Source: an optimization exercise on an open RTL-to-GDS flow (aim: small area, a short achievable clock period and few clock cycles per item). Production flows keep margins and buffers that such runs may drop.
The RTL was checked by simulation tests, not by an equivalence proof against the original design.

Setup of before:
==> flow/design.v <==
module rom (
	input  [2:0]  addr,
	output [15:0] q
);
	assign q = (addr == 3'd0) ? 16'ha062 : (addr == 3'd1) ? 16'h04ea :
	           (addr == 3'd2) ? 16'hdbba : (addr == 3'd3) ? 16'h4042 :
	           (addr == 3'd4) ? 16'hbfbe : (addr == 3'd5) ? 16'h2446 :
	           (addr == 3'd6) ? 16'hfb16 : 16'h5f9e;
endmodule
module cordic_core (
	input             clk, rst, en,
	input      [15:0] z,
	input      [15:0] q,
	output     [2:0]  addr,
	output reg        done,
	output     [15:0] x, y
);
	reg               busy;
	reg        [3:0]  m;       
	reg signed [15:0] xr, yr, zr;
	reg               inr;     
	reg               dn;      
	reg        [2:0]  kd;      
	reg        [3:0]  zs;      
	wire accept = en & ~busy;
	wire inr_v  = (zr[15:10] == 6'b000000) | (zr[15:10] == 6'b111111);
	function lt;
		input [15:0] a, c;
		integer i;
		begin
			lt = 1'b0;
			for (i = 0; i < 16; i = i + 1)
				if (c[i] ^ (i == 15))
					lt = ~(a[i] ^ (i == 15)) | lt;
				else
					lt = ~(a[i] ^ (i == 15)) & lt;
		end
	endfunction
	wire d0 = z[15];
	wire d1 = d0 ? lt(z, -16'sd12868) : lt(z, 16'sd12868);
	wire d2 = d0 ? (d1 ? lt(z, -16'sd20464) : lt(z, -16'sd5272))
	             : (d1 ? lt(z,  16'sd5272)  : lt(z,  16'sd20464));
	wire [15:0] x2 = (d1 == d0) ? (d0 ? 16'h136e : 16'h136f) : (d0 ? 16'h3a4c : 16'h3a4b);
	wire [15:0] y2 = d1 ? (d0 ? 16'hc5b5 : 16'h136f) : (d0 ? 16'hec91 : 16'h3a4b);
	wire signed [15:0] yc = yr ^ {16{~dn}};
	wire signed [15:0] xc = xr ^ {16{dn}};
	wire signed [15:0] yc2 = yc >>> 2;
	wire signed [15:0] xc2 = xc >>> 2;
	wire        [15:0] oy = yc2 >>> m;
	wire        [15:0] ox = xc2 >>> m;
	wire        [15:0] qa = ({16{zs[1]}} & 16'h07f5) | ({16{zs[2]}} & 16'h03ff);
	wire        [15:0] oz = zs[0] ? q : (qa ^ {16{~dn}});
	wire               cz = ~zs[0] & ~dn;
	wire        [16:0] sx = {xr, 1'b1} + {oy, ~dn};
	wire        [16:0] sy = {yr, 1'b1} + {ox, dn};
	wire        [16:0] sz = {zr, 1'b1} + {oz, cz};
	always @(posedge clk) begin
		if (accept) begin
			xr <= x2;
			yr <= y2;
			zr <= z;
			dn <= d2;
			m  <= 4'd0;
			zs <= 4'b0001;
		end else begin
			xr <= sx[16:1];
			yr <= sy[16:1];
			zr <= (|zs[2:0]) ? sz[16:1] : {zr[15], zr[13:0], 1'b0};
			m  <= m + 4'd1;
			zs <= {zs[2:0], 1'b0};
			if (|zs[2:0])
				dn <= sz[16];
			else if (zs[3] ? inr_v : inr)
				dn <= ~zr[9];
			else
				dn <= zr[15];
		end
		if (zs[3])
			inr <= inr_v;
		kd <= {d2, d1, d0};    
	end
	always @(posedge clk, posedge rst) begin
		if (rst) begin
			busy <= 1'b0;
			done <= 1'b0;
		end else begin
			busy <= accept | (busy & (m != 4'd12));
			done <= busy & (m == 4'd12);
		end
	end
	assign addr = kd;
	assign x = xr;
	assign y = yr;
endmodule
module cordic (
	input                clk, rst, en,
	output               done,
	input  signed [15:0] z,
	output signed [15:0] x, y
);
	wire [2:0]  rom_addr;
	wire [15:0] rom_data;
	cordic_core u_cordic_core (
		.clk(clk), .rst(rst), .en(en), .z(z),
		.addr(rom_addr), .q(rom_data),
		.done(done), .x(x), .y(y)
	);
	rom u_rom (.addr(rom_addr), .q(rom_data));
endmodule
make LEC_CHECK=0 ABC_AREA=1 CAP_MARGIN=20 CORE_MARGIN=2 CORE_UTILIZATION=60 GPL_TIMING_DRIVEN=1 SETUP_SLACK_MARGIN=3.0 SLEW_MARGIN=20 finish   # period 6.0 ns
run.sh (not shown) runs the stock make flow with config.mk's settings and CLKGATE_MAP_FILE= SYNTH_SCRIPT=/design/flow/synth_recipe.tcl, a recipe that flattens the netlist after the stock synthesis.
Testbench counts of before, summed over its fixed seeds: cycles 33,600, items 2,400.
> inputs changed (before -> after)
==> flow/design.v <==
module rom (
	input  [3:0]  addr,
	output [15:0] q
);
	assign q = (addr[1:0] == 2'd1) ? 16'h1dac :
	           (addr[1:0] == 2'd2) ? 16'h0fae :
	           (addr[1:0] == 2'd3) ? 16'h07f5 :
	           16'h03ff;
endmodule
module cordic_core (
	input             clk, rst, en,
	input      [15:0] z,
	input      [15:0] q,
	output     [3:0]  addr,
	output reg        done,
	output     [15:0] x, y
);
	reg               busy;
	reg        [3:0]  n;
	reg signed [15:0] xr, yr, zr;
	reg               inr;     
	reg               dn;      
	reg        [2:0]  kd;      
	reg        [3:0]  zs;      
	wire accept = en & ~busy;
	wire inr_v  = (zr[15:10] == 6'b000000) | (zr[15:10] == 6'b111111);
	function lt;
		input [15:0] a, c;
		integer i;
		begin
			lt = 1'b0;
			for (i = 0; i < 16; i = i + 1)
				if (c[i] ^ (i == 15))
					lt = ~(a[i] ^ (i == 15)) | lt;
				else
					lt = ~(a[i] ^ (i == 15)) & lt;
		end
	endfunction
	wire d0 = z[15];
	wire d1 = d0 ? lt(z, -16'sd12868) : lt(z, 16'sd12868);
	wire d2 = d0 ? (d1 ? lt(z, -16'sd20464) : lt(z, -16'sd5272))
	             : (d1 ? lt(z,  16'sd5272)  : lt(z,  16'sd20464));
	wire [15:0] x2 = (d1 == d0) ? (d0 ? 16'h136e : 16'h136f) : (d0 ? 16'h3a4c : 16'h3a4b);
	wire [15:0] y2 = d1 ? (d0 ? 16'hc5b5 : 16'h136f) : (d0 ? 16'hec91 : 16'h3a4b);
	wire [15:0] kz = (kd == 3'd0) ? 16'ha062 : (kd == 3'd1) ? 16'h04ea :
	                 (kd == 3'd2) ? 16'hdbba : (kd == 3'd3) ? 16'h4042 :
	                 (kd == 3'd4) ? 16'hbfbe : (kd == 3'd5) ? 16'h2446 :
	                 (kd == 3'd6) ? 16'hfb16 : 16'h5f9e;
	wire signed [15:0] ysh = yr >>> n;
	wire signed [15:0] xsh = xr >>> n;
	wire        [15:0] oy = ysh ^ {16{~dn}};
	wire        [15:0] ox = xsh ^ {16{dn}};
	wire        [15:0] qa = ({16{zs[1]}} & 16'h07f5) | ({16{zs[2]}} & 16'h03ff);
	wire        [15:0] oz = zs[0] ? kz : (qa ^ {16{~dn}});
	wire               cz = ~zs[0] & ~dn;
	wire        [16:0] sx = {xr, 1'b1} + {oy, ~dn};
	wire        [16:0] sy = {yr, 1'b1} + {ox, dn};
	wire        [16:0] sz = {zr, 1'b1} + {oz, cz};
	always @(posedge clk) begin
		if (accept) begin
			xr <= x2;
			yr <= y2;
			zr <= z;
			dn <= d2;
			n  <= 4'd2;
			zs <= 4'b0001;
		end else begin
			xr <= sx[16:1];
			yr <= sy[16:1];
			zr <= (|zs[2:0]) ? sz[16:1] : {zr[15], zr[13:0], 1'b0};
			n  <= n + 4'd1;
			zs <= {zs[2:0], 1'b0};
			if (|zs[2:0])
				dn <= sz[16];
			else if (zs[3] ? inr_v : inr)
				dn <= ~zr[9];
			else
				dn <= zr[15];
		end
		if (zs[3])
			inr <= inr_v;
		kd <= {d2, d1, d0};    
	end
	always @(posedge clk, posedge rst) begin
		if (rst) begin
			busy <= 1'b0;
			done <= 1'b0;
		end else begin
			busy <= accept | (busy & (n != 4'd14));
			done <= busy & (n == 4'd14);
		end
	end
	assign addr = n;
	assign x = xr;
	assign y = yr;
endmodule
module cordic (
	input                clk, rst, en,
	output               done,
	input  signed [15:0] z,
	output signed [15:0] x, y
);
	wire [3:0]  rom_addr;
	wire [15:0] rom_data;
	cordic_core u_cordic_core (
		.clk(clk), .rst(rst), .en(en), .z(z),
		.addr(rom_addr), .q(rom_data),
		.done(done), .x(x), .y(y)
	);
	rom u_rom (.addr(rom_addr), .q(rom_data));
endmodule
==> comparison <==
- Per the comparison of after with before, final worst slack up 0.056 ns.
- For the post-synthesis net count, after came in 3.0% higher than before did.
- after vs before — met3 wire length climbed by more than a quarter
- after vs before: non-clock buffer total of the final layout down by a few percent
- When after is measured against before, its final instance area turns out 2.1% higher.
- [compare] base=before new=after: wire length grew by about 6%; fraction of final layout cells sized beyond drive strength 1 lower.
Testbench counts of after, summed over its fixed seeds: cycles 33,600, items 2,400.

[what the ideal ports hide]
No port has a modelled driver above. Below, the same layouts with a new extraction and two added sets of constraints. Step 1: set_driving_cell puts a clkbuf_16 on clk and a buf_2 on each other input, an assumption about the parent block. Step 2 moves the port delays by t, midway between the first and last clock arrival at a register: inputs arrive t later, outputs are due t later. That takes back most of the time a late clock gives input paths. Three values: ideal, step 1, step 2; two values: the first two.
run	t, ns	slack for setup (ns)	slew at the worst register clock pin (ns)
before	0.403	2.861 / 2.861 / 2.740	0.07 / 0.07
after	0.413	2.918 / 2.918 / 2.723	0.09 / 0.09
After both steps setup and hold are still met in every run listed. For after, which loses most, drivers alone change the setup slack by 0.000 ns; drivers and shift together by -0.195 ns.
